What follows belongs to an exercise in optimizing a design on an open flow for a short achievable clock period and few clock cycles; a production flow would make more cautious choices. Where RTL was checked, it was by simulation tests only, not by an equivalence proof against the original. Only the layout flow was run in runs 3 and 4; the RTL was not checked for function there. Power is estimated from default activity; no workload was simulated.

[design/flow/config.mk]
export PLATFORM = sky130hd
export DESIGN_NAME = pipelined_cpu
export DESIGN_NICKNAME = pipelined_cpu
export VERILOG_FILES = /design/flow/design.v
export SDC_FILE = /design/flow/constraint.sdc
export NUM_CORES = 8
export LEC_CHECK = 0
export CAP_MARGIN = 20
export CORE_MARGIN = 2
export CORE_UTILIZATION = 40
export SLEW_MARGIN = 20
[design/flow/constraint.sdc]
create_clock -name core_clock -period 9.0 [get_ports {clk}]
set_input_delay 1.8000 -clock core_clock [delete_from_list [all_inputs] [get_ports {clk}]]
set_output_delay 1.8000 -clock core_clock [all_outputs]
set_load 0.01 [all_outputs]
[design/flow/design.v]
module pipelined_cpu(
    input clk,
    input rst_n,
    output [15:0]imem_addr,
    input [31:0]imem_rdata,
    output [15:0]dmem_addr,
    output dmem_we,
    output [31:0]dmem_wdata,
    input [31:0]dmem_rdata,
    output debug_wb_have_inst,
    output [31:0]debug_wb_pc,
    output debug_wb_ena,
    output [4:0]debug_wb_reg,
    output [31:0]debug_wb_value
    );
    reg [31:0] pc_f;
    reg [1:0]  bht [0:63];
    reg [31:0] rf [1:31];
    reg        e_valid, e_squash;
    reg [31:0] e_pc, e_link, e_target;
    reg [31:0] e_a, e_b, e_sd;
    reg        e_a_late, e_b_late, e_sd_late;
    reg        e_wen, e_ld, e_st, e_br, e_jalr, e_pred;
    reg [2:0]  e_f3;
    reg [4:0]  e_rd;
    reg        e_s_add, e_s_sub, e_s_and, e_s_or, e_s_xor, e_s_sll, e_s_srl, e_s_sra, e_s_b, e_s_link;
    reg        m_valid, m_wen, m_ld, m_st, m_br, m_taken;
    reg [5:0]  m_bidx;
    reg [31:0] m_pc, m_res, m_sd;
    reg [4:0]  m_rd;
    reg        w_valid, w_wen;
    reg [31:0] w_pc, w_val;
    reg [4:0]  w_rd;
    wire [31:0] inst = imem_rdata;
    wire [6:0] opc = inst[6:0];
    wire is_r    = opc == 7'b0110011;
    wire is_i    = opc == 7'b0010011;
    wire is_ld   = opc == 7'b0000011;
    wire is_st   = opc == 7'b0100011;
    wire is_br   = opc == 7'b1100011;
    wire is_lui  = opc == 7'b0110111;
    wire is_jal  = opc == 7'b1101111;
    wire is_jalr = opc == 7'b1100111;
    wire [2:0] f3 = inst[14:12];
    wire [4:0] rs1 = inst[19:15];
    wire [4:0] rs2 = inst[24:20];
    wire [4:0] rd  = inst[11:7];
    wire [31:0] imm_i = {{20{inst[31]}}, inst[31:20]};
    wire [31:0] imm_s = {{20{inst[31]}}, inst[31:25], inst[11:7]};
    wire [31:0] imm_b = {{19{inst[31]}}, inst[31], inst[7], inst[30:25], inst[11:8], 1'b0};
    wire [31:0] imm_u = {inst[31:12], 12'b0};
    wire [31:0] imm_j = {{11{inst[31]}}, inst[31], inst[19:12], inst[20], inst[30:21], 1'b0};
    wire use_a  = is_r | is_i | is_ld | is_st | is_br | is_jalr;
    wire b_reg  = is_r | is_br;
    wire wen    = is_r | is_i | is_ld | is_lui | is_jal | is_jalr;
    wire [31:0] imm_op = is_st ? imm_s : is_lui ? imm_u : imm_i;
    wire [1:0] ctr = bht[pc_f[7:2]];
    wire pred_t = is_br & ctr[1];
    wire [31:0] pc_inc = pc_f + 32'd4;
    wire [31:0] pc_tgt = pc_f + (is_jal ? imm_j : imm_b);
    wire [31:0] fd_next = (is_jal | pred_t) ? pc_tgt : pc_inc;
    wire e_v = e_valid & ~e_squash;
    wire [31:0] A  = e_a_late  ? dmem_rdata : e_a;
    wire [31:0] B  = e_b_late  ? dmem_rdata : e_b;
    wire [31:0] SD = e_sd_late ? dmem_rdata : e_sd;
    wire [31:0] sum  = A + B;
    wire [31:0] diff = A - B;
    wire [31:0] sra_r = $signed(A) >>> B[4:0];
    wire [31:0] e_result =
          ({32{e_s_add}}  & sum)
        | ({32{e_s_sub}}  & diff)
        | ({32{e_s_and}}  & (A & B))
        | ({32{e_s_or}}   & (A | B))
        | ({32{e_s_xor}}  & (A ^ B))
        | ({32{e_s_sll}}  & (A << B[4:0]))
        | ({32{e_s_srl}}  & (A >> B[4:0]))
        | ({32{e_s_sra}}  & sra_r)
        | ({32{e_s_b}}    & B)
        | ({32{e_s_link}} & e_link);
    wire m_val_ld = m_ld;
    wire [31:0] m_val = m_val_ld ? dmem_rdata : m_res;
    wire e_fw = e_v & e_wen;
    wire e_m1 = e_fw & (e_rd == rs1) & (rs1 != 5'd0);
    wire e_m2 = e_fw & (e_rd == rs2) & (rs2 != 5'd0);
    wire m_m1 = m_wen & (m_rd == rs1) & (rs1 != 5'd0);
    wire m_m2 = m_wen & (m_rd == rs2) & (rs2 != 5'd0);
    wire [31:0] rf1 = (rs1 == 5'd0) ? 32'd0 : rf[rs1];
    wire [31:0] rf2 = (rs2 == 5'd0) ? 32'd0 : rf[rs2];
    wire [31:0] old1 = m_m1 ? m_val : rf1;
    wire [31:0] old2 = m_m2 ? m_val : rf2;
    wire e1_alu = e_m1 & ~e_ld;
    wire e2_alu = e_m2 & ~e_ld;
    wire eq = A == B;
    wire lt = $signed(A) < $signed(B);
    wire taken = (e_f3 == 3'b000) ? eq :
                 (e_f3 == 3'b001) ? ~eq :
                 (e_f3 == 3'b100) ? lt :
                 (e_f3 == 3'b101) ? ~lt : 1'b0;
    wire mispred = e_v & e_br & (taken != e_pred);
    wire jalr_go = e_v & e_jalr;
    wire redirect = mispred | jalr_go;
    wire [31:0] redir_pc = e_jalr ? {sum[31:1], 1'b0} : (taken ? e_target : e_link);
    always @(posedge clk or negedge rst_n) begin
        if (!rst_n)
            pc_f <= 32'd0;
        else
            pc_f <= redirect ? redir_pc : fd_next;
    end
    integer k;
    always @(posedge clk or negedge rst_n) begin
        if (!rst_n) begin
            for (k = 0; k < 64; k = k + 1) bht[k] <= 2'b01;
        end else if (m_br) begin
            if (m_taken) begin
                if (bht[m_bidx] != 2'b11) bht[m_bidx] <= bht[m_bidx] + 2'd1;
            end else begin
                if (bht[m_bidx] != 2'b00) bht[m_bidx] <= bht[m_bidx] - 2'd1;
            end
        end
    end
    always @(posedge clk or negedge rst_n) begin
        if (!rst_n) begin
            e_valid <= 1'b0; e_squash <= 1'b0;
            e_a_late <= 1'b0; e_b_late <= 1'b0; e_sd_late <= 1'b0;
            e_wen <= 1'b0; e_ld <= 1'b0; e_st <= 1'b0; e_br <= 1'b0; e_jalr <= 1'b0; e_pred <= 1'b0;
            e_f3 <= 3'd0; e_rd <= 5'd0;
            e_s_add <= 1'b0; e_s_sub <= 1'b0; e_s_and <= 1'b0; e_s_or <= 1'b0; e_s_xor <= 1'b0;
            e_s_sll <= 1'b0; e_s_srl <= 1'b0; e_s_sra <= 1'b0; e_s_b <= 1'b0; e_s_link <= 1'b0;
        end else begin
            e_valid <= 1'b1;
            e_squash <= redirect;
            e_a_late  <= use_a & e_m1 & e_ld;
            e_b_late  <= b_reg & e_m2 & e_ld;
            e_sd_late <= e_m2 & e_ld;
            e_wen <= wen; e_ld <= is_ld; e_st <= is_st; e_br <= is_br; e_jalr <= is_jalr; e_pred <= pred_t;
            e_f3 <= f3; e_rd <= rd;
            e_s_add <= is_ld | is_st | ((is_r | is_i) & f3 == 3'b000 & ~(is_r & inst[30]));
            e_s_sub <= is_r & f3 == 3'b000 & inst[30];
            e_s_and <= (is_r | is_i) & f3 == 3'b111;
            e_s_or  <= (is_r | is_i) & f3 == 3'b110;
            e_s_xor <= (is_r | is_i) & f3 == 3'b100;
            e_s_sll <= (is_r | is_i) & f3 == 3'b001;
            e_s_srl <= (is_r | is_i) & f3 == 3'b101 & ~inst[30];
            e_s_sra <= (is_r | is_i) & f3 == 3'b101 & inst[30];
            e_s_b   <= is_lui;
            e_s_link <= is_jal | is_jalr;
        end
    end
    always @(posedge clk) begin
        e_pc <= pc_f;
        e_link <= pc_inc;
        e_target <= pc_tgt;
        e_a  <= e1_alu ? e_result : (use_a ? old1 : 32'd0);
        e_b  <= (b_reg & e2_alu) ? e_result : (b_reg ? old2 : imm_op);
        e_sd <= e2_alu ? e_result : old2;
    end
    always @(posedge clk or negedge rst_n) begin
        if (!rst_n) begin
            m_valid <= 1'b0; m_wen <= 1'b0; m_ld <= 1'b0; m_st <= 1'b0; m_br <= 1'b0; m_taken <= 1'b0;
            m_bidx <= 6'd0; m_rd <= 5'd0;
        end else begin
            m_valid <= e_v;
            m_wen <= e_v & e_wen;
            m_ld <= e_v & e_ld;
            m_st <= e_v & e_st;
            m_br <= e_v & e_br;
            m_taken <= taken;
            m_bidx <= e_pc[7:2];
            m_rd <= e_rd;
        end
    end
    always @(posedge clk) begin
        m_pc <= e_pc;
        m_res <= e_result;
        m_sd <= SD;
    end
    always @(posedge clk) begin
        if (m_wen && m_rd != 5'd0)
            rf[m_rd] <= m_val;
    end
    always @(posedge clk or negedge rst_n) begin
        if (!rst_n) begin
            w_valid <= 1'b0; w_wen <= 1'b0; w_rd <= 5'd0;
        end else begin
            w_valid <= m_valid;
            w_wen <= m_wen;
            w_rd <= m_rd;
        end
    end
    always @(posedge clk) begin
        w_pc <= m_pc;
        w_val <= m_val;
    end
    assign imem_addr = pc_f[17:2];
    assign dmem_addr = m_res[17:2];
    assign dmem_we = m_st;
    assign dmem_wdata = m_sd;
    assign debug_wb_have_inst = w_valid;
    assign debug_wb_pc = w_pc;
    assign debug_wb_ena = w_wen;
    assign debug_wb_reg = w_rd;
    assign debug_wb_value = w_val;
endmodule
[design/flow/run.sh]
#!/bin/bash
# synth_recipe.tcl (not shown) runs the flow's synth.tcl, then flattens the netlist and writes it again
# the make line also repeats each setting of config.mk as NAME=value (left out here)
make -C /OpenROAD-flow-scripts/flow DESIGN_CONFIG=/design/flow/config.mk WORK_HOME=/design/flow/orfs CLKGATE_MAP_FILE= SYNTH_SCRIPT=/design/flow/synth_recipe.tcl finish
==> results of run 1 <==
[cell type report]
cell class	instances	area (sq um)	share of cell area
multi-input combinational	3516	34500	0.386
timing repair buffer	358	3270	0.0366
sequential	1554	42200	0.472
clock inverter	82	893	0.00998
tap	2640	3300	0.0369
inverter	166	623	0.00696
clock buffer	230	4630	0.0517
antenna	7	17.5	0.000196
[sequential cells by signal, summed over array words and instances (netlist names), 3 cells and up]
name	cells
bht	128
e_a	32
e_b	32
e_f3	3
e_link	31
e_pc	30
e_rd	5
e_sd	32
e_target	32
m_bidx	6
m_pc	32
m_rd	5
m_res	32
m_sd	32
pc_f	32
rf	992
w_pc	32
w_rd	5
w_val	32
[per-stage QoR]
stage          hold slack [ps]  power (mW)   util
2_1_floorplan              310        10.7      -
3_3_place_gp               310        12.2  0.427
3_5_place_dp               312        12.2  0.427
4_1_cts                    322        19.1  0.455
5_1_grt                    325        19.7  0.455
6_report                   320        19.0  0.455
[synth_stat cells (28+ instances only)]
cell type / instances / area, sq um
dfstp_2: 64 / 1680
mux2_2: 173 / 1950
a21o_1: 42 / 315
buf_4: 42 / 315
nor3_1: 44 / 220
edfxtp_1: 992 / 29800
ha_1: 132 / 1650
inv_1: 161 / 604
xor2_1: 32 / 280
a221oi_1: 33 / 289
o22ai_1: 63 / 394
nor2b_1: 30 / 188
o211ai_1: 44 / 330
o21ai_0: 205 / 1030
o21a_1: 28 / 210
mux2i_1: 367 / 3670
buf_2: 53 / 265
xnor2_1: 91 / 797
a22o_1: 36 / 315
dfxtp_1: 349 / 6990
buf_1: 90 / 338
nor2_1: 277 / 1040
a31oi_1: 31 / 194
nand3_1: 148 / 741
and3_1: 44 / 275
nand2_1: 299 / 1120
and2_1: 30 / 188
dfrtp_1: 149 / 3730
a32o_1: 61 / 611
a22oi_1: 36 / 270
a21oi_1: 267 / 1340
clkbuf_1: 282 / 1060
mux2_1: 60 / 676
mux4_2: 579 / 13000
[power by group through the flow]
stage               logic [mW]  registers (mW)  clock network (mW)
floorplan                 2.30            8.42                   0
global placement          3.55            8.61                   0
detailed placement        3.57            8.60                   0
CTS                       3.59            8.46                7.03
global route              3.87            8.49                7.32
finish                    3.63            8.46                6.90
[placed cells by master (no fill, tap or decap), types with 36 or more instances in the layout]
| cell type | n |
|---|---|
| mux2i_1 | 359 |
| mux2_2 | 173 |
| dfstp_2 | 64 |
| clkdlybuf4s50_1 | 190 |
| a21oi_1 | 265 |
| o22ai_1 | 63 |
| buf_4 | 156 |
| ha_1 | 132 |
| nand3_1 | 148 |
| a22oi_1 | 36 |
| o21ai_0 | 205 |
| edfxtp_1 | 992 |
| dfrtp_1 | 142 |
| nand2_1 | 298 |
| and3_1 | 44 |
| nor3_1 | 41 |
| o211ai_1 | 44 |
| a32o_1 | 61 |
| a21o_1 | 42 |
| inv_1 | 160 |
| mux2_1 | 60 |
| a22o_1 | 36 |
| clkbuf_16 | 169 |
| mux4_2 | 579 |
| dfxtp_1 | 349 |
| xnor2_1 | 91 |
| clkbuf_1 | 44 |
| nor2_1 | 245 |
[per-layer routing]
metal | track usage | vias to the layer above | routed length [microns]
li1 | - | 22500 | -
met1 | 0.353 | 27900 | 106000
met2 | 0.441 | 2699 | 132000
met3 | 0.0522 | 535 | 23200
met4 | 0.142 | 2 | 16200
met5 | 0 | - | 20
[cell families after synthesis]
logic type	Yosys count	share of synthesized area
compound gates	1052	0.0897
buf+inv	633	0.0330
mux	1180	0.245
flops	1554	0.535
fa+ha+maj	135	0.0217
other cells	1	0.0000475
xor+xnor	124	0.0139
simple gates	1024	0.0617
[how the worst max path moves through the flow]
stage / cells after the start / endpoint
after detailed placement: 15 / e_a[30]
after floorplan: 18 / pc_f[28]
after global routing: 15 / e_a[30]
after global placement: 15 / e_a[30]
after CTS: 15 / e_a[30]
final: 15 / e_a[30]
==> notes.md, run 1 <==
status=timing/DRC/antenna clean; FP Rows=163; placed inst area=83900 sq um; Hold Crit Start=e_pc[24]; Worst R2R End=e_a[30]; Tcrit/Tclk final=0.749; clock buffer depth=3; beginning of the critical path=dmem_rdata[0]; relative slew slack=0.166; switching part of the total=0.295; Hold WC Path Type=register to register; Reg power frac=0.445; sequential fraction of the synthesis area=0.535; r2r worst-path depth=15; Syn Std Cell Area=78900 sq um; Antenna Nets Post-Route=0; EDFF count, synth=992; minimum clock period=6740 ps; chip height=448 microns; root buffer cell=clkbuf_16; CP bufs+invs=2; number of global-route vias before repair=53.0k; dpl ws=1810 ps; PD cells=212 nW/um^2; WS Path Type=input pin to register; initial antenna violation count=9; DRT Pass-1 Iters=6; cells after synthesis=5703; Max Cap Viol=0; post-route setup slack=2260 ps; crit start category=input pin; Vias/cell=6.27; CP delay by family, top=compound AO/OA/AOI/OAI gates; DIE AREA=201000 sq um; worst-path fanout max=5; total clock sinks=1554; Reg2Reg Launch Point=e_a_late; critical path's slowest cell=mux2i_1; clock power share=0.364; final wirelength=278000 microns; CTS Buf Count=168; post-route cell area=89500 sq um; DRT iter0 DRCs=6085; Area growth syn-to-layout=13.4%; CTS tree=done; first-pass GRT wire length=395000 microns; number of remaining DRC errors=0; placed cell count=8234; fraction of layout cells with a size suffix above 1=0.225; combinational group share of total power=0.191; Final HPWL DP=184000 microns; wire per inst=32.5 microns; Worst Hold Depth=0; Max VDD drop=0.000270 V; Placeable Area=197000 sq um; WP data arrival=7430 ps; port buffer count=201; DIE WIDTH=448 microns; post-synth net total=5904; switching power=5.60 mW; share of flip-flops with an asynchronous set or reset=0.137; #FFs+latches synth=1554; GP Congestion=1.01; grt ovf=0; chain of cells forming the critical path=clkdlybuf4s50_1, mux2i_1, inv_1, ha_1, fa_1, a211o_1, a211oi_1, o21ai_0, a211oi_1, o32ai_1, o21ai_0, or3_1, o21ai_0, a221oi_1, o21ai_0; largest net degree at the start of global routing=105; Pleak=32.2 nW; Final setup viols=0; Critical Path End Type=register; H-tree Lvls=4; Layout fillers=17.4k; Int Pwr=13.4 mW; Worst Clk Skew=65.3 ps; initial cell density of the core=0.401; Via Count=53.6k; most used cell along the critical path=o21ai_0; synthesized area per cell=13.8 sq um; Post-CTS Setup Bufs=0; worst reg-to-reg setup slack=2940 ps; most used flip-flop cell after synthesis=edfxtp_1; Worst-Margin Slew=1250 ps; final hold violations=0; Final Non-Filler Cells=8553; clock slew at reported path FFs=70 ps; Req. time, crit path=9680 ps; Worst Hold End=m_pc[24]; Synth Warn #=2; setup_tns=0 ps; cts repair resizes=0; max incr delay on CP=670 ps; io pins=202; Unique masters post-synth=90; cts hold-fix bufs=0; RSZ-0062 raised after global routing=no; Final Slew Violations=0; Worst-Skew Late Latency=850 ps; fmax=148 MHz; Total GRT Usage=0.274; Post-layout nets=5965
Testbench counts, summed over its fixed seeds: cycles 87,187.
==> inputs of run 2 (changes only) <==
--- a/design/flow/config.mk
+++ b/design/flow/config.mk
@@ -8,4 +8,5 @@
 export CAP_MARGIN = 20
 export CORE_MARGIN = 2
 export CORE_UTILIZATION = 40
+export SETUP_SLACK_MARGIN = 5
 export SLEW_MARGIN = 20
==> run 2 against run 1 <==
Highest routed layer unchanged. Clock skew is 9.8 ps higher. Total power is 4.4% higher. Sequential share of layout area is 2.9 points lower. First-iteration DRC count is 14% higher. Count of clock-buffer cells in the layout is 6 higher. Combinational power is 16% higher. Clock power is 4.2% higher. Sequential cell count stayed put. Hold slack worse by 4.1 ps. Design area is 6.6% higher. Still clean.
==> notes.md, run 2 <==
combinational family with the most area after synthesis=multiplexers; chip height=448 microns (unchanged); multiplexer area fraction after synthesis=0.245 (unchanged); Final setup viols=0 (unchanged); CTS tree=done; port buffer count=201 (unchanged); final wirelength=293000 microns (+5.5%); Hold WC Path Type=register to register; final hold violations=0 (unchanged); Worst Clk Skew=75.2 ps (+9.83 ps); first-pass GRT wire length=412000 microns (+4.3%); most frequent cells in the layout=992 x edfxtp_1, 579 x mux4_2, 349 x dfxtp_1, 303 x mux2i_1, 288 x nand2_1; most used flip-flop cell after synthesis=edfxtp_1; DR WL met3=23900 microns (+2.8%); clock buffer depth=3 (unchanged); PD cells=208 nW/um^2 (-2.0%); Vias/cell=6.35 (+1.3%); GP Congestion=1.01 (+0.57%); synthesized area per cell=13.8 sq um (unchanged); RSZ-0062 raised after global routing=yes; WP data arrival=5290 ps (-2140 ps); Antenna Nets Post-Route=0 (unchanged); wire per inst=33.4 microns (+3.0%); root buffer cell=clkbuf_16; Syn Std Cell Area=78900 sq um (unchanged); Tcrit/Tclk final=0.513 (-0.236); Critical Path End Type=register; DRT iter0 DRCs=6964 (+14%); #FFs+latches synth=1554 (unchanged); largest net degree at the start of global routing=132 (+26%); H-tree Lvls=4 (unchanged); grt ovf=0 (unchanged); DRT Pass-1 Iters=6 (unchanged); io pins=202 (unchanged); fmax=217 MHz (+46%); biggest area consumer among synthesized cells=edfxtp_1; CTS Buf Count=170 (+1.2%); Final HPWL DP=191000 microns (+3.7%); xor and xnor area share after synthesis=0.0139 (unchanged); Total GRT Usage=0.287 (+0.0133); top sig layer=met5; share of flip-flops with an asynchronous set or reset=0.137 (unchanged); Max Cap Viol=0 (unchanged); cells after synthesis=5703 (unchanged); setup_tns=0 ps (unchanged); post-synth net total=5904 (unchanged); initial antenna violation count=15 (+6); commonest cells in the netlist=992 x edfxtp_1, 579 x mux4_2, 367 x mux2i_1; worst-path fanout max=8 (+3); Via Count=55.7k (+3.8%); Simple-Gate Fraction of Synth Area=0.0617 (unchanged); Area growth syn-to-layout=20.9%; total clock sinks=1554 (unchanged); most frequent cell after synthesis=edfxtp_1; met2 WL=141000 microns (+6.9%); Max VDD drop=0.000301 V (+11%); fraction of layout cells with a size suffix above 1=0.322 (+0.0969); clock slew at reported path FFs=60 ps (about the same); adder-cell area share of the yosys netlist=0.0217 (unchanged); Synth Warn #=2 (unchanged); Finished Core Util=0.485 (+0.0299); FP Rows=163 (unchanged); Unique masters post-synth=90 (unchanged); max FFs per register=992 (unchanged); Worst-Skew Late Latency=840 ps (about the same); crit start category=input pin; Synth Area in Compound Gates=0.0897 (unchanged); Post-layout nets=6173 (+3.5%); relative slew slack=0.290 (+0.124); number of remaining DRC errors=0 (unchanged); number of global-route vias before repair=54.9k (+3.7%); largest register by flop count=rf; status=timing/DRC/antenna clean; Req. time, crit path=9670 ps (about the same); commonest non-fill, non-tap cell in the layout=edfxtp_1; WS Path Type=input pin to register; Metal-1 WL=109000 microns (+2.9%); Placeable Area=197000 sq um (unchanged); Final Slew Violations=0 (unchanged); minimum clock period=4620 ps (-2130 ps); Worst-Margin Slew=1060 ps (-187 ps); DIE AREA=201000 sq um (unchanged); DIE WIDTH=448 microns (unchanged); EDFF count, synth=992 (unchanged); synth top area cells=edfxtp_1 38%, mux4_2 17%, dfxtp_1 8.9%; initial cell density of the core=0.401 (unchanged); share of the synthesized area in the top cell type=0.378 (unchanged); Pleak=34.4 nW (+6.9%); leading registers by flop count=rf x992, bht x128; sequential fraction of the synthesis area=0.535 (unchanged)
-- run 2: changes by cell type in the layout (fill, tap and decap cells not counted), sizes merged, moves of 3 or more --
cell           before  now
buf               168  388
bufbuf              0    6
bufinv             11   14
clkbuf            230  241
clkdlybuf4s15       0    8
clkdlybuf4s50     190  142
clkinv             63   50
clkinvlp            3   12
dlygate4sd2         0    9
nand2             299  303
-- run 2: where the power goes --
| part | switching [mW] | internal, mW |
|---|---|---|
| logic | 2.51 | 1.68 |
| clock network | 3.05 | 4.14 |
| registers | 0.373 | 8.06 |
-- run 2: metal layers --
metal | vias up | track usage
met2 | 2999 | 0.473
met1 | 29000 | 0.364
met4 | 4 | 0.155
li1 | 23000 | -
met3 | 693 | 0.0478
met5 | - | 0
-- run 2: cell type report --
cell class,instances,area (sq um)
tap,2640,3300
inverter,166,684
timing repair buffer,558,5730
multi-input combinational,3520,37600
fill,17000,101000
antenna,6,15.0
clock buffer,236,4800
sequential,1554,42200
clock inverter,77,978
timing repair inverter,2,17.5
-- run 2: metrics by stage --
step	hold WS [ps]	instances	setup WS [ps]	cell area, sq um	power (mW)
2_1_floorplan	310	5703	3720	79800	10.8
3_3_place_gp	310	8219	2020	84300	12.2
3_5_place_dp	312	8219	1920	84300	12.3
4_1_cts	320	8692	4410	94100	19.7
5_1_grt	329	8755	4380	95400	20.5
6_report	316	8759	4380	95400	19.8
-- run 2: critical path: stages --
cell and delay (ps):
buf_12 110, mux2i_4 260, buf_6 160, ha_4 130, inv_2 40, fa_2 360
nand2b_4 90, a221oi_4 60, o211a_1 280, o2111a_2 310, o31ai_4 240, a31oi_4 130
mux2i_4 230, buf_12 140, buf_4 110, buf_12 140, mux2_2 340, o21ai_0 200
mux2i_1 120
-- run 2: final timing paths --
path / start / to / slack (ps) / cells past startpoint
worst max-delay path: dmem_rdata[0] / pc_f[23] / 4380 / 19
worst min-delay path: m_pc[28] / w_pc[28] / 320 / 0
worst max register to register: e_a_late / pc_f[23] / 4460 / 19
worst min register to register: m_pc[28] / w_pc[28] / 320 / 0
max in group asynchronous: rst_n / bht[6][1] / 6840 / 2
min in group asynchronous: rst_n / m_valid / 960 / 1
-- run 2: cells by family (layout without fill, tap and decap cells) --
group                      after synthesis  count (layout)
DFF                                   1554            1554
muxes                                 1180            1180
AOI/OAI and AO/OA                     1052            1052
and+or+nand+nor                       1024            1028
buffers and inverters                  633            1039
adders and majority gates              135             135
xor gates and xnor gates               124             124
other                                    1               7
-- run 2: timing repair --
action | in CTS | in global routing
endpoints found under the setup margin | 321 | 287
cloned | 17 | 2
pin swaps | 127 | 111
hold buffers | 0 | 0
resized for setup | 718 | 167
setup buffers | 143 | 59
==> inputs of run 3 (changes only) <==
--- a/design/flow/design.v
+++ b/design/flow/design.v
@@ -19,7 +19,7 @@
     reg        e_valid, e_squash;
     reg [31:0] e_pc, e_link, e_target;
     reg [31:0] e_a, e_b, e_sd;
-    reg        e_a_late, e_b_late, e_sd_late;
+    reg        e_sd_late;
     reg        e_wen, e_ld, e_st, e_br, e_jalr, e_pred;
     reg [2:0]  e_f3;
     reg [4:0]  e_rd;
@@ -60,8 +60,8 @@
     wire [31:0] pc_tgt = pc_f + (is_jal ? imm_j : imm_b);
     wire [31:0] fd_next = (is_jal | pred_t) ? pc_tgt : pc_inc;
     wire e_v = e_valid & ~e_squash;
-    wire [31:0] A  = e_a_late  ? dmem_rdata : e_a;
-    wire [31:0] B  = e_b_late  ? dmem_rdata : e_b;
+    wire [31:0] A  = e_a;
+    wire [31:0] B  = e_b;
     wire [31:0] SD = e_sd_late ? dmem_rdata : e_sd;
     wire [31:0] sum  = A + B;
     wire [31:0] diff = A - B;
@@ -90,6 +90,7 @@
     wire [31:0] old2 = m_m2 ? m_val : rf2;
     wire e1_alu = e_m1 & ~e_ld;
     wire e2_alu = e_m2 & ~e_ld;
+    wire stall = e_ld & ((use_a & e_m1) | (b_reg & e_m2));
     wire eq = A == B;
     wire lt = $signed(A) < $signed(B);
     wire taken = (e_f3 == 3'b000) ? eq :
@@ -104,7 +105,7 @@
         if (!rst_n)
             pc_f <= 32'd0;
         else
-            pc_f <= redirect ? redir_pc : fd_next;
+            pc_f <= redirect ? redir_pc : stall ? pc_f : fd_next;
     end
     integer k;
     always @(posedge clk or negedge rst_n) begin
@@ -121,16 +122,14 @@
     always @(posedge clk or negedge rst_n) begin
         if (!rst_n) begin
             e_valid <= 1'b0; e_squash <= 1'b0;
-            e_a_late <= 1'b0; e_b_late <= 1'b0; e_sd_late <= 1'b0;
+            e_sd_late <= 1'b0;
             e_wen <= 1'b0; e_ld <= 1'b0; e_st <= 1'b0; e_br <= 1'b0; e_jalr <= 1'b0; e_pred <= 1'b0;
             e_f3 <= 3'd0; e_rd <= 5'd0;
             e_s_add <= 1'b0; e_s_sub <= 1'b0; e_s_and <= 1'b0; e_s_or <= 1'b0; e_s_xor <= 1'b0;
             e_s_sll <= 1'b0; e_s_srl <= 1'b0; e_s_sra <= 1'b0; e_s_b <= 1'b0; e_s_link <= 1'b0;
         end else begin
             e_valid <= 1'b1;
-            e_squash <= redirect;
-            e_a_late  <= use_a & e_m1 & e_ld;
-            e_b_late  <= b_reg & e_m2 & e_ld;
+            e_squash <= redirect | stall;
             e_sd_late <= e_m2 & e_ld;
             e_wen <= wen; e_ld <= is_ld; e_st <= is_st; e_br <= is_br; e_jalr <= is_jalr; e_pred <= pred_t;
             e_f3 <= f3; e_rd <= rd;
==> run 3 against run 2 <==
Global-route usage increased by 0.20 points. Utilization decreased by 1.1 points. Total power increased by 1.2%. Clock power decreased by 0.7%. Sequential cell count decreased by 2. Via count about the same. Clock skew decreased by 0.95 ps. Critical endpoint is now pc_f[25]. Synthesized cell count increased by 0.26%. Routed wire length increased by 1.1%.
==> notes.md, run 3 <==
Worst-Margin Slew=1130 ps (+62.3 ps); Total GRT Usage=0.289 (+0.00200); Syn Std Cell Area=79000 sq um (+0.10%); combinational group share of total power=0.218 (+0.006); number of remaining DRC errors=0 (unchanged); grt ovf=0 (unchanged); DRT iter0 DRCs=7499 (+7.7%); switching part of the total=0.307 (+0.00762); critical path's slowest cell=fa_2; largest net degree at the start of global routing=131 (-0.76%); CTS tree=done; Reg power frac=0.426 (about the same); WHS=309 ps (-7.26 ps); commonest cells in the netlist=992 x edfxtp_1, 630 x mux4_2, 380 x nor2_1; Tcrit/Tclk final=0.497 (-0.0157); RSZ-0062 raised after global routing=yes; final hold violations=0 (unchanged); Final Slew Violations=0 (unchanged); Via Count=55.7k (+0.020%); final wirelength=296000 microns (+1.1%); biggest area consumer among synthesized cells=edfxtp_1; DIE WIDTH=448 microns (about the same); FP Rows=163 (unchanged); root buffer cell=clkbuf_16; initial cell density of the core=0.401 (about the same); clock buffer depth=3 (unchanged); setup_tns=0 ps (unchanged); most frequent cells in the layout=992 x edfxtp_1, 630 x mux4_2, 338 x nor2_1, 302 x dfxtp_1, 248 x a21oi_1; Hold Crit Start=e_pc[27]; relative slew slack=0.228 (-0.0623); Worst-Skew Late Latency=870 ps (+30 ps); Hold WC Path Type=register to register; chip height=448 microns (about the same); worst reg-to-reg setup slack=4960 ps (+500 ps); clock slew at reported path FFs=60 ps (about the same); switching power=6.16 mW (+3.8%); worst-path fanout max=7 (-1); most frequent cell after synthesis=edfxtp_1; PD cells=215 nW/um^2 (+3.5%); DRT Pass-1 Iters=8 (+2); Pleak=33.0 nW (-4.0%); crit start category=input pin; commonest non-fill, non-tap cell in the layout=edfxtp_1; minimum clock period=4470 ps (-141 ps); sequential fraction of the synthesis area=0.534 (-0.00118); port buffer count=201 (unchanged); cells after synthesis=5718 (+0.26%); synthesized area per cell=13.8 sq um (-0.16%); most used flip-flop cell after synthesis=edfxtp_1; Reg2Reg Launch Point=e_b[3]; share of flip-flops with an asynchronous set or reset=0.136 (-0.00111); Max Cap Viol=0 (unchanged); GP Congestion=0.978 (-3.3%); post-synth net total=5920 (+0.27%); first-pass GRT wire length=412000 microns (+0.18%); r2r worst-path depth=15 (-4); Int Pwr=13.9 mW (+0.15%); fmax=223 MHz (+3.2%); total clock sinks=1552 (-0.13%); Vias/cell=6.40 (+0.67%); Max VDD drop=0.000226 V (-25%); Final setup viols=0 (unchanged); EDFF count, synth=992 (unchanged); wire per inst=34.0 microns (+1.7%); #FFs+latches synth=1552 (-0.13%); chain of cells forming the critical path=buf_2, nand4_1, nor2_4, buf_6, buf_12, mux2_4, ha_4, fa_2, a211oi_4, o21ai_2, nand4_1, buf_6, a21oi_4, o211ai_1, a31oi_2, a31oi_1, o31ai_2, a211oi_2, mux2i_1; Worst Hold Depth=0 (unchanged); Placeable Area=197000 sq um (+0.10%); number of global-route vias before repair=53.7k (-2.2%); clock power share=0.356 (-0.007); Final HPWL DP=189000 microns (-0.65%); share of the synthesized area in the top cell type=0.377 (-0.000389); Synth Warn #=2 (unchanged); WS Path Type=input pin to register; Antenna Nets Post-Route=0 (unchanged); synth top area cells=edfxtp_1 38%, mux4_2 18%, dfxtp_1 8.8%; fraction of layout cells with a size suffix above 1=0.287 (-0.0349); Area growth syn-to-layout=18.2%; CTS Buf Count=168 (-1.2%); Post-layout nets=6109 (-1.0%); max incr delay on CP=380 ps (+20 ps); Worst Clk Skew=74.2 ps (-0.949 ps); Worst Hold End=m_pc[27]; Unique masters post-synth=106 (+18%); WP data arrival=5160 ps (-130 ps); status=timing/DRC/antenna clean; DIE AREA=201000 sq um (+0.10%); max FFs per register=992 (unchanged); largest register by flop count=rf; leading registers by flop count=rf x992, bht x128; io pins=202 (unchanged); initial antenna violation count=26 (+11); Req. time, crit path=9690 ps (+20 ps); Critical Path End Type=register; Worst R2R End=pc_f[16]; H-tree Lvls=4 (unchanged)
[run 3: changes by cell type after synthesis, sizes merged, moves of 25 or more]
cell   before  now
a32o       61    3
inv       163  233
mux2      233  154
mux2i     368  241
mux4      579  630
nand2     299  234
nand3     148   71
nor2      278  381
o22ai      63   88
[run 3: repair_timing]
action | CTS | global route
endpoints found under the setup margin | 296 | 222
cloned | 12 | 4
pin swaps | 53 | 69
buffers inserted | 56 | 79
hold buffers | 0 | 0
resized for setup | 363 | 209
[run 3: final cells by class]
type | count | area (sq um)
Fill cell | 17100 | 103000
Sequential cell | 1552 | 42300
Multi-Input combinational cell | 3470 | 36000
Timing Repair Buffer | 481 | 5020
Clock buffer | 228 | 4650
Tap cell | 2640 | 3300
Clock inverter | 86 | 1090
Inverter | 234 | 898
Antenna cell | 11 | 27.5
[run 3: critical path, delay by kind of cell]
family | cells | cell delay (ps)
buffers and inverters | 4 | 460
multiplexers | 2 | 400
AO/OA/AOI/OAI | 8 | 1480
AND/OR/NAND/NOR | 3 | 470
adder cells (fa/ha/maj) | 2 | 540
[run 3: routing by layer]
metal | wire length, microns | global-route usage
met3 | 26600 | 0.0538
met4 | 14700 | 0.133
met5 | 37 | 0
met1 | 116000 | 0.388
met2 | 139000 | 0.458
[run 3: cell families (layout without fill, tap and decap cells)]
kind of cell    Yosys count  after routing  synth area share
simple gates           1044           1047            0.0652
mux                    1025           1025             0.232
buf+inv                 699           1029            0.0366
compound gates         1149           1149            0.0981
fa+ha+maj               136            136            0.0218
flops                  1552           1552             0.534
other cells               1             12         0.0000475
xor+xnor                112            112            0.0124
[run 3: through the flow]
step	cell area [sq um]	worst slack, ps	power (mW)	cells	utilization
after floorplan	79400	4170	10.9	5718	-
after global placement	83800	2500	12.4	8226	0.426
after detailed placement	83900	2410	12.4	8226	0.426
after CTS	91700	4640	19.8	8608	0.466
after global routing	93300	4410	20.7	8696	0.474
final	93300	4530	20.1	8702	0.474
[run 3: how the worst max path moves through the flow]
stage | start | to | slack (ps) | depth (start not counted)
floorplan | imem_rdata[6] | pc_f[25] | 4170 | 17
global placement | imem_rdata[6] | pc_f[31] | 2500 | 18
detailed placement | imem_rdata[6] | pc_f[31] | 2410 | 18
CTS | imem_rdata[4] | pc_f[25] | 4640 | 20
global route | imem_rdata[0] | pc_f[25] | 4410 | 19
finish | imem_rdata[0] | pc_f[25] | 4530 | 19
[run 3: power groups by stage]
stage                     combinational [mW]  clock, mW  sequential [mW]
after global routing                    4.61       7.53             8.58
after global placement                  3.73          0             8.69
after CTS                               4.05       7.24             8.56
after detailed placement                3.74          0             8.69
after floorplan                         2.41          0             8.48
final                                   4.38       7.14             8.55
==> inputs of run 4 (changes only) <==
==> design/flow/flow/run.sh (new file) <==
#!/bin/bash
# Standard layout, with timing repair aimed at a tighter setup margin.
set -euo pipefail
bash standard.sh SETUP_SLACK_MARGIN=6.5 finish > standard_flow.log 2>&1
==> design/flow/standard.sh (new file) <==
#!/bin/bash
# synth_recipe.tcl (not shown) runs the flow's synth.tcl, then flattens the netlist and writes it again
# the make line also repeats each setting of config.mk as NAME=value (left out here)
make -C /OpenROAD-flow-scripts/flow DESIGN_CONFIG=/design/flow/config.mk WORK_HOME=/design/flow/orfs CLKGATE_MAP_FILE= SYNTH_SCRIPT=/design/flow/synth_recipe.tcl "${@:-finish}"
--- a/design/flow/config.mk
+++ b/design/flow/config.mk
@@ -8,5 +8,4 @@
 export CAP_MARGIN = 20
 export CORE_MARGIN = 2
 export CORE_UTILIZATION = 40
-export SETUP_SLACK_MARGIN = 5
 export SLEW_MARGIN = 20
removed: design/flow/run.sh
==> run 4 against run 3 <==
First-iteration DRC count grew 6.1%. Sequential cell count is the same. Still clean on timing, DRC and antenna. Via count grew 9.8%. Sequential power is essentially flat. Critical endpoint is now pc_f[31]. Total power grew 12%. Design area grew 15%.
==> notes.md, run 4 <==
status=timing/DRC/antenna clean; cell depth of the worst setup path=22 (+3); Worst-Margin Slew=1380 ps (+254 ps); beginning of the critical path=imem_rdata[0]; commonest non-fill, non-tap cell in the layout=edfxtp_1; Final Slew Violations=0 (unchanged); PD cells=210 nW/um^2 (-2.5%); CP delay by family, top=buffers and inverters; sequential fraction of the synthesis area=0.534 (unchanged); total clock sinks=1552 (unchanged); wire per inst=35.3 microns (+3.9%); most frequent cells in the layout=992 x edfxtp_1, 630 x mux4_2, 484 x buf_4, 273 x buf_6, 257 x nor2_1; port buffer count=201 (unchanged); DIE WIDTH=448 microns (unchanged); share of flip-flops with an asynchronous set or reset=0.136 (unchanged); WS Path Type=input pin to register; Placeable Area=197000 sq um (unchanged); CP Capture Point=pc_f[31]; root buffer cell=clkbuf_16; Worst Clk Skew=61.1 ps (-13.2 ps); biggest area consumer among synthesized cells=edfxtp_1; max incr delay on CP=330 ps (-50 ps); largest net degree at the start of global routing=122 (-6.9%); share of the synthesized area in the top cell type=0.377 (unchanged); clock power share=0.326 (-0.030); Reg power frac=0.381 (-0.045); cells after synthesis=5718 (unchanged); largest register by flop count=rf; most used cell along the critical path=buf_6; io pins=202 (unchanged); Hold WC Path Type=register to register; chain of cells forming the critical path=buf_12, nand4_1, buf_6, nor2_4, buf_12, buf_6, buf_4, buf_6, mux2_4, ha_4, a211oi_4, o21ai_2, nand4_1, buf_6, buf_4, a21oi_4, nand2_2, a31oi_4, xor2_2, nor3b_1, nor4bb_1, mux2i_1; combinational group share of total power=0.293 (+0.075); Req. time, crit path=9720 ps (+30 ps); first-pass GRT wire length=451000 microns (+9.3%); final wirelength=330000 microns (+11%); CP bufs+invs=8 (+4); minimum clock period=4520 ps (+48.3 ps); initial cell density of the core=0.401 (unchanged); worst reg-to-reg setup slack=5080 ps (+120 ps); DIE AREA=201000 sq um (unchanged); Final HPWL DP=184000 microns (-2.7%); Antenna Nets Post-Route=0 (unchanged); number of remaining DRC errors=0 (unchanged); Pleak=38.6 nW (+17%); Vias/cell=6.55 (+2.4%); Final Non-Filler Cells=9335 (+7.3%); Worst R2R End=pc_f[31]; clock slew at reported path FFs=60 ps (about the same); final hold violations=0 (unchanged); fraction of layout cells with a size suffix above 1=0.480 (+0.193); CTS tree=done; Worst-Skew Late Latency=840 ps (-30 ps); GR Util met2=0.504 (+0.0459); Max VDD drop=0.000222 V (-1.7%); H-tree Lvls=4 (unchanged); chip height=448 microns (unchanged); met3 Use GR=0.0768 (+0.0230); switching power=7.06 mW (+15%); Total GRT Usage=0.317 (+0.0279); number of global-route vias before repair=58.8k (+9.4%); FP Rows=163 (unchanged); Area growth syn-to-layout=35.4%; Reg2Reg Launch Point=e_b[3]; Post-layout nets=6746 (+10%); relative slew slack=0.0772 (-0.151); Int Pwr=15.4 mW (+10%); EDFF count, synth=992 (unchanged); commonest cells in the netlist=992 x edfxtp_1, 630 x mux4_2, 380 x nor2_1; worst-path fanout max=4 (-3); DRT Pass-1 Iters=7 (-1); #FFs+latches synth=1552 (unchanged); WP data arrival=5250 ps (+90 ps); leading registers by flop count=rf x992, bht x128; cts hold-fix bufs=0 (unchanged); fmax=221 MHz (-1.1%); Tcrit/Tclk final=0.503 (+0.00537); placed inst area=84800 sq um (+1.2%); most frequent cell after synthesis=edfxtp_1; max FFs per register=992 (unchanged); DRT iter0 DRCs=7954 (+6.1%); post-synth net total=5920 (unchanged); layer with the highest usage=met2; critical path's slowest cell=ha_4; Critical Path End Type=register; grt ovf=0 (unchanged); GP Congestion=0.961 (-1.8%); Unique masters post-synth=106 (unchanged); synthesized area per cell=13.8 sq um (unchanged); Final setup viols=0 (unchanged); CTS Buf Count=168 (unchanged); WHS=307 ps (-2.04 ps); met1 usage=0.399 (+0.0117); most used flip-flop cell after synthesis=edfxtp_1; overall power=22.4 mW (+12%); RSZ-0062 raised after global routing=yes; Layout fillers=15.6k (-8.4%); crit start category=input pin; post-route cell area=107000 sq um (+15%); switching part of the total=0.315 (+0.00793); r2r worst-path depth=14 (-1); Synth Warn #=2 (unchanged); synth top area cells=edfxtp_1 38%, mux4_2 18%, dfxtp_1 8.8%; Via Count=61.2k (+9.8%); Syn Std Cell Area=79000 sq um (unchanged); initial antenna violation count=17 (-35%); placed cell count=8220 (-0.073%); clock buffer depth=3 (unchanged); setup_tns=0 ps (unchanged); Max Cap Viol=0 (unchanged)
## run 4: cell types whose count changed in the layout (fill, tap and decap cells not counted), sizes merged, moves of 3 or more
cell,delta
diode,-6
clkinvlp,+10
clkdlybuf4s50,-142
dlygate4sd2,+3
inv,-9
bufinv,+4
buf,+745
bufbuf,+15
clkinv,-4
clkbuf,+12
## run 4: worst min path at each step
| stage | startpoint | end | slack [ps] | depth (start not counted) |
|---|---|---|---|---|
| after global routing | e_pc[31] | m_pc[31] | 310 | 0 |
| after detailed placement | e_pc[10] | m_pc[10] | 310 | 0 |
| after floorplan | e_pc[10] | m_pc[10] | 310 | 0 |
| after global placement | m_pc[7] | w_pc[7] | 310 | 0 |
| final | e_pc[31] | m_pc[31] | 310 | 0 |
| after CTS | e_pc[31] | m_pc[31] | 300 | 0 |
## run 4: worst register-to-register path, cell delays in order (launching register included)
cell,delay (ps)
dfxtp_4,450
clkinvlp_4,190
ha_4,280
nor3_4,290
nand4_1,190
nor4_4,280
a31oi_2,110
nand2_1,140
o21ai_4,70
or4_4,630
and2_4,220
o211ai_4,320
buf_6,210
bufbuf_16,310
mux2i_1,190
## run 4: kinds of logic after synthesis
group,count (synthesis),synth area share
DFF,1552,0.534
AOI/OAI and AO/OA,1149,0.0981
and+or+nand+nor,1044,0.0652
muxes,1025,0.232
buffers and inverters,699,0.0366
adders and majority gates,136,0.0218
xor gates and xnor gates,112,0.0124
other,1,0.0000475
## run 4: what timing repair did
item	4_1_cts	5_1_grt
pin swaps	236	246
resized for setup	1930	515
endpoints found under the hold margin	0	0
gates cloned	86	19
setup buffers	436	252
endpoints found under the setup margin	2006	883
## run 4: layout make-up
class | count | area [sq um] | share of cell area
well taps | 2640 | 3300 | 0.0309
inverters | 234 | 993 | 0.00929
multi-input cells | 3473 | 40800 | 0.381
clock buffers | 229 | 4670 | 0.0436
diodes | 5 | 12.5 | 0.000117
repair buffers | 1115 | 13600 | 0.127
flip-flops and latches | 1552 | 42400 | 0.397
clock inverters | 87 | 1180 | 0.0110
## run 4: metal layers
layer	wire length, microns	vias up
li1	-	24300
met5	95	-
met1	117000	31600
met2	152000	4176
met3	35700	1129
met4	24300	14
## run 4: power groups by stage
stage                     clock network [mW]  logic [mW]  registers [mW]
after floorplan                            0        2.60            8.49
after global placement                     0        3.78            8.69
after detailed placement                   0        3.80            8.68
after CTS                               7.36        5.71            8.53
after global routing                    7.65        6.74            8.57
final                                   7.30        6.57            8.54
## run 4: stage by stage
step	util	setup WS, ps
after global placement	0.431	2440
after detailed placement	0.431	2360
after global routing	0.543	4340
after CTS	0.519	4710
after floorplan	-	4170
final	0.543	4480

-- re-timing with driven ports --
In the flow no input, the clock included, has a driving cell. The finished layouts below were timed again as built, in two steps.
Step 1 sets driving cells, clkbuf_16 on the clock port and buf_2 on the other inputs (assumed; they add their load-dependent delay and slew).
Step 2, shift: input delay + t, output delay - t, t = (earliest + latest rising clock arrival at the registers) / 2. This alone moves slack from input paths to output paths.
Slacks: ideal ports / drivers / drivers and shift; pairs: ideal ports / drivers.
| run | shift t [ns] | setup WS [ns] | cell pins on the clock port's net |
|---|---|---|---|
| run 1 | 0.910 | 2.256 / 2.328 / 1.418 | 1 |
| run 2 | 0.903 | 4.384 / 4.433 / 3.530 | 1 |
| run 3 | 0.925 | 4.525 / 4.575 / 3.650 | 1 |
| run 4 | 0.907 | 4.477 / 4.442 / 3.535 | 1 |
After both steps setup and hold are still met in every run listed. The setup slack of run 4, which loses most, moves by -0.035 ns with the drivers and by -0.942 ns with both steps.
